This design comes from an exercise in tuning for small area on the open sky130 flow, not from production work.
Only simulation tests tie the RTL to the original design; equivalence was not proved.

## flow/design.v (module list and top-level ports; edited modules follow where they fit)
// module eeg_filter_chain: 5010 lines
// module eeg_fa: 10 lines
module eeg_filter_chain(
    input                   clk,
    input                   rst,
    input                   en,
    input   signed [31:0]   in_signal,
    output  signed [31:0]   out_signal,
    output                  valid
    );
  // ...
==> flow/flow/run.sh <==
#!/bin/bash
# Own flow: the standard layout (standard.sh: unchanged synthesis and
# steps) with two settings passed through the environment:
#  - clock-tree synthesis without dummy loads, with clkbuf_8 buffers in
#    clusters of at most 18 flip-flops;
#  - port buffers of the smallest buffer cell.
set -euo pipefail
export CTS_ARGS="-sink_clustering_enable -repair_clock_nets -dont_use_dummy_load -buf_list sky130_fd_sc_hd__clkbuf_8 -sink_clustering_size 18 -sink_clustering_max_diameter 60"
export BUFFER_PORTS_ARGS="-buffer_cell sky130_fd_sc_hd__buf_1"
bash standard.sh > standard_make.log 2>&1
==> flow/standard.sh <==
#!/bin/bash
# synth_recipe.tcl (not shown) runs the flow's synth.tcl, then flattens the netlist and writes it again
# the make line also repeats each setting of config.mk as NAME=value (left out here)
make -C /OpenROAD-flow-scripts/flow DESIGN_CONFIG=/design/flow/config.mk WORK_HOME=/design/flow/orfs CLKGATE_MAP_FILE= SYNTH_SCRIPT=/design/flow/synth_recipe.tcl "${@:-finish}"
==> flow/config.mk <==
export PLATFORM = sky130hd
export DESIGN_NAME = eeg_filter_chain
export DESIGN_NICKNAME = eeg_filter_chain
export VERILOG_FILES = /design/flow/design.v
export SDC_FILE = /design/flow/constraint.sdc
export NUM_CORES = 4
export LEC_CHECK = 0
export CAP_MARGIN = 20
export CORE_MARGIN = 2
export CORE_UTILIZATION = 40
export PLACE_DENSITY = 0.55
export SLEW_MARGIN = 20
export SYNTH_HIERARCHICAL = 1
export SYNTH_MINIMUM_KEEP_SIZE = 0
==> flow/constraint.sdc <==
create_clock -name core_clock -period 18.0 [get_ports {clk}]
set_input_delay 3.6000 -clock core_clock [delete_from_list [all_inputs] [get_ports {clk}]]
set_output_delay 3.6000 -clock core_clock [all_outputs]
set_load 0.01 [all_outputs]
==> key figures, run 1 <==
Route
  • DR WL met3: 12050 um
  • Max Used Layer: met5
  • Vias: 54520
  • Drt wl/cell: 19.65 um

Final layout
  • Layout cells sized above 1: 5.297%
  • # clk buffers: 363
  • Multi-input logic area: 43620 um2
  • Nets: 10570
  • Largest register FFs: 4032
  • Non-filler instance count after layout: 13240
  • Non-clk buf share: 0.5138%
  • Nonclk inv count: 312

Worst setup path
  • Reg2reg start: u1[0]
  • Req. time, crit path: 18.96 ns
  • Crit path largest cell delay: 0.65 ns
  • CP endpoint kind: flop
  • Worst reg-to-reg path cell count: 53

Placed design
  • Pre-CTS WS: 2.128 ns

Synth
  • Top-count cell post-synth: dfxtp_1
  • Area of the mapped netlist: 146800 um2
  • Post-synthesis cell type count: 36
  • Main combinational cell family by area after synthesis: adder cells
  • Synth top area cells: dfxtp_1 69%, fa_1 27%, ha_1 1.3%
  • Top cell type's share of synthesized area: 69.40%

Floorplanning
  • Core box area: 365500 um2

CTS
  • Post-CTS sizing: 0
  • Clock Latency Late Sink: 1.07 ns
  • TritonCTS clock tree: yes

Outcome
  • Run status: timing/DRC/antenna clean

Global route
  • Grt met1 use: 21.00%
==> run 2, diff against run 1 <==
--- a/flow/config.mk
+++ b/flow/config.mk
@@ -7,8 +7,8 @@
 export LEC_CHECK = 0
 export CAP_MARGIN = 20
 export CORE_MARGIN = 2
-export CORE_UTILIZATION = 40
-export PLACE_DENSITY = 0.55
+export CORE_UTILIZATION = 60
+export PLACE_DENSITY = 0.7
 export SLEW_MARGIN = 20
 export SYNTH_HIERARCHICAL = 1
 export SYNTH_MINIMUM_KEEP_SIZE = 0
==> run 2 against run 1 <==
Still clean on timing, DRC and antenna. Critical path depth did not move. Cell count decreased by 12%. Critical path type unchanged.
==> key figures, run 2 <==
Outcome
  • Run status: timing/DRC/antenna clean (unchanged)

Synth
  • Synth Warn #: 7 (unchanged)
  • Top-count cell post-synth: dfxtp_1 (unchanged)
  • Sequential cell area fraction in the yosys report: 69.40% (unchanged)
  • Synth Register Bits: 5090 (unchanged)
  • Post-Syn Instances: 7954 (unchanged)
  • Synth cell count leaders: 5090 x dfxtp_1, 1962 x fa_1, 312 x inv_1, 223 x and2_1, 154 x ha_1 (unchanged)
  • Synth top area cells: dfxtp_1 69%, fa_1 27%, ha_1 1.3% (unchanged)
  • Post-synthesis cell type count: 36 (unchanged)
  • Syn Nets: 10110 (unchanged)
  • Top cell type's share of synthesized area: 69.40% (unchanged)
  • Asr flop ratio synth: 0% (unchanged)
  • Area of the mapped netlist: 146800 um2 (unchanged)
  • Cell accounting for the most synthesized area: dfxtp_1 (unchanged)
  • Mean post-synth cell area: 18.46 um2 (unchanged)
  • Top_reg_cell synth: dfxtp_1 (unchanged)
  • Number of flops mapped to enable cells by yosys: 0 (unchanged)

Floorplanning
  • Die Ht: 498.7 um (was 609.9 um)
  • Initial Util: 60.37% (was 40.17%)
  • Die Area: 248700 um2 (was 371900 um2)
  • Io pins: 68 (unchanged)
  • Row count: 181 (was 222)
  • Die Width: 498.7 um (was 609.9 um)
  • Core box area: 243200 um2 (was 365500 um2)

CTS
  • CTS Hold Buffers Added: 0 (unchanged)
  • Clock Latency Late Sink: 1.03 ns (was 1.07 ns)
  • TritonCTS clock tree: yes (unchanged)
  • Post-CTS Setup Bufs: 0 (unchanged)
  • Post-CTS sizing: 0 (unchanged)
  • Clock Tree Root: clkbuf_8 (unchanged)
  • Clock Pin Slew Worst Setup and Hold Paths: 0.09 ns (was 0.10 ns)
  • Num CTS Buffers: 353 (was 363)
  • Clk buf depth: 4 (unchanged)
  • H-tree levels: 5 (unchanged)
  • Clock tree sinks: 5090 (unchanged)

Timing
  • Setup TNS Final: 0 ns (unchanged)
  • Fin crit period: 15.97 ns (was 15.67 ns)
  • FMAX: 62.63 MHz (was 63.82 MHz)
  • Slew headroom: 25.01% (was 30.53%)
  • Fin. Hold Viols: 0 (unchanged)
  • Final WS setup: 2.034 ns (was 2.331 ns)
  • Worst-Margin Slew: 1.125 ns (was 1.032 ns)
  • RSZ-0062 raised after global routing: false (unchanged)
  • Period Utilization, post-route: 88.70% (was 87.05%)
  • Worst clock skew: 0.1335 ns (was 0.1306 ns)
  • Pins over their slew limit: 0 (unchanged)
  • # setup viols final: 0 (unchanged)

Route
  • Vias: 54150 (was 54520)
  • Drt total wl: 245100 um (was 260100 um)
  • Remaining antenna violation count after routing: 0 (unchanged)
  • Detailed Routing Iterations Pass 1: 5 (unchanged)
  • Routed vias/inst: 4.669 (was 4.117)
  • DRC viols: 0 (unchanged)
  • Drt wl/cell: 21.13 um (was 19.65 um)
  • Iter 0 DRT Violations: 2717 (was 2333)

Final layout
  • Most frequent cells in the layout: 5090 x dfxtp_1, 1962 x fa_1, 353 x clkbuf_8, 312 x inv_1, 223 x and2_1 (was 5090 x dfxtp_1, 1962 x fa_1, 363 x clkbuf_8, 312 x inv_1, 223 x and2_1)
  • Nets: 10550 (was 10570)
  • Non-filler instance count after layout: 11600 (was 13240)
  • Area growth syn-to-layout: 6.413% (was 7.971%)
  • Commonest non-fill, non-tap cell in the layout: dfxtp_1 (unchanged)
  • Biggest regs: win x4032, fline x736, fcs x48 (unchanged)
  • Largest register FFs: 4032 (unchanged)
  • Final instance area: 156300 um2 (was 158500 um2)
  • Layout cells sized above 1: 4.969% (was 5.297%)
  • Biggest register: win (unchanged)

Placed design
  • Cells after DPL: 11240 (was 12870)
  • IO Port Bufs: 67 (unchanged)
  • Placed instance area: 151400 um2 (was 153500 um2)
  • Placer congestion estimate: 0.9149 (was 0.8666)
  • DP Wirelength: 180700 um (was 191200 um)
  • Pre-CTS WS: 2.030 ns (was 2.128 ns)

Worst setup path
  • Startpoint Class: flop (unchanged)
  • Top cell by count, worst path: ha_1 (unchanged)
  • CP max stage cell: dfxtp_1 (unchanged)
  • Crit Path Class: reg -> reg (unchanged)
  • CP max FO: 7 (unchanged)
  • Req. time, crit path: 18.87 ns (was 18.96 ns)
  • Worst setup path start: f2[7] (was u1[0])
  • Crit path DAT: 16.83 ns (was 16.63 ns)
  • Crit path largest cell delay: 0.78 ns (was 0.65 ns)
  • Reg2reg start: f2[7] (was u1[0])
  • CP endpoint kind: flop (unchanged)

Global route
  • Initial antenna violation count: 4 (was 16)
  • Pin count of the biggest net entering global routing: 228 (was 76)
  • Vias in the first global route: 62400 (was 63250)
  • Gr usage total: 20.71% (was 14.49%)
  • Total gr overflow: 0 (unchanged)
  • First-pass GRT wire length: 382100 um (was 400600 um)

Hold path
  • Hold wc startpoint: win[3485] (was win[72])
  • HP Class: reg -> reg (unchanged)

Run
  • Total of max-cap violations: 0 (unchanged)
## run 2: kinds of logic (layout without fill, tap and decap cells)
kind of cell | after synthesis | after routing | share of synthesized area [%]
AND/OR/NAND/NOR | 372 | 372 | 1.513
other | 0 | 5 | 0
XOR/XNOR | 7 | 7 | 0.04175
flip-flops | 5090 | 5090 | 69.40
buffers and inverters | 351 | 789 | 0.9118
AO/OA/AOI/OAI | 18 | 18 | 0.07499
adder cells (fa/ha/maj) | 2116 | 2116 | 28.06
## run 2: final timing paths
path	end	slack, ns	cells past startpoint
max	f0[31]	2.03	53
min	win[3517]	0.22	0
max reg2reg	f0[31]	2.03	53
min reg2reg	win[3517]	0.22	0
## run 2: Yosys stat by module (local to each module, per instance)
module            cells  flops+latches  copies in the design
eeg_filter_chain   5993           5090                     1
eeg_fa                1              0                  1961
## run 2: layout make-up
type,instances,area [um2]
fill,16650,86980
antenna,5,12.51
inverter,312,1171
sequential,5090,101900
tap,3202,4006
clock buffer,353,4858
multi-input combinational,2513,43610
timing repair buffer,124,691.9
## run 2: routing by layer
layer | GRT usage [%] | routed length [um] | vias to the layer above
met5 | 0 | 0 | -
met4 | 5.334 | 5896 | 0
met3 | 3.293 | 9394 | 385
met2 | 31.17 | 108000 | 890
met1 | 31.80 | 121800 | 28140
li1 | - | - | 24740
## run 2: metrics by stage
stage	hold WS (ns)	util (%)
global route	0.1975	64.24
floorplan	0.3096	-
finish	0.2214	64.24
global placement	0.3095	62.24
detailed placement	0.3121	62.24
CTS	0.1973	64.24
## run 2: critical path: cells and delay by family (launching register included)
family | cells | cell delay (ns)
adders and majority gates | 45 | 13.80
DFF | 1 | 0.78
and+or+nand+nor | 3 | 0.73
buffers and inverters | 4 | 0.21
AOI/OAI and AO/OA | 1 | 0.29

## static timing again, ports no longer ideal
The flow's constraints put no driver on any port. The routed layouts listed below were extracted and timed again, unchanged, in two steps.
Step 1 (the two cells are an assumption about what drives the block):
set clk [get_ports {clk}]
set_driving_cell -lib_cell sky130_fd_sc_hd__clkbuf_16 $clk
set_driving_cell -lib_cell sky130_fd_sc_hd__buf_2 [delete_from_list [all_inputs] $clk]
Step 2 adds t to the input delays and takes it off the output delays; t is the mean of the earliest and latest rising clock arrival at the registers after step 1. Input paths then give back, and output paths get back, about the clock's delay inside the block.
Three values: ideal ports, drivers, drivers and shift; two values: the first two.
| run | shift t [ns] | setup slack, ns | hold slack, ns | cell pins on the clock port's net |
|---|---|---|---|---|
| run 1 | 1.100 | 2.331 / 2.331 / 2.331 | 0.264 / 0.264 / 0.264 | 1 |
| run 2 | 1.089 | 2.034 / 2.034 / 2.034 | 0.221 / 0.221 / 0.221 | 1 |
After both steps every run listed still meets setup and hold.
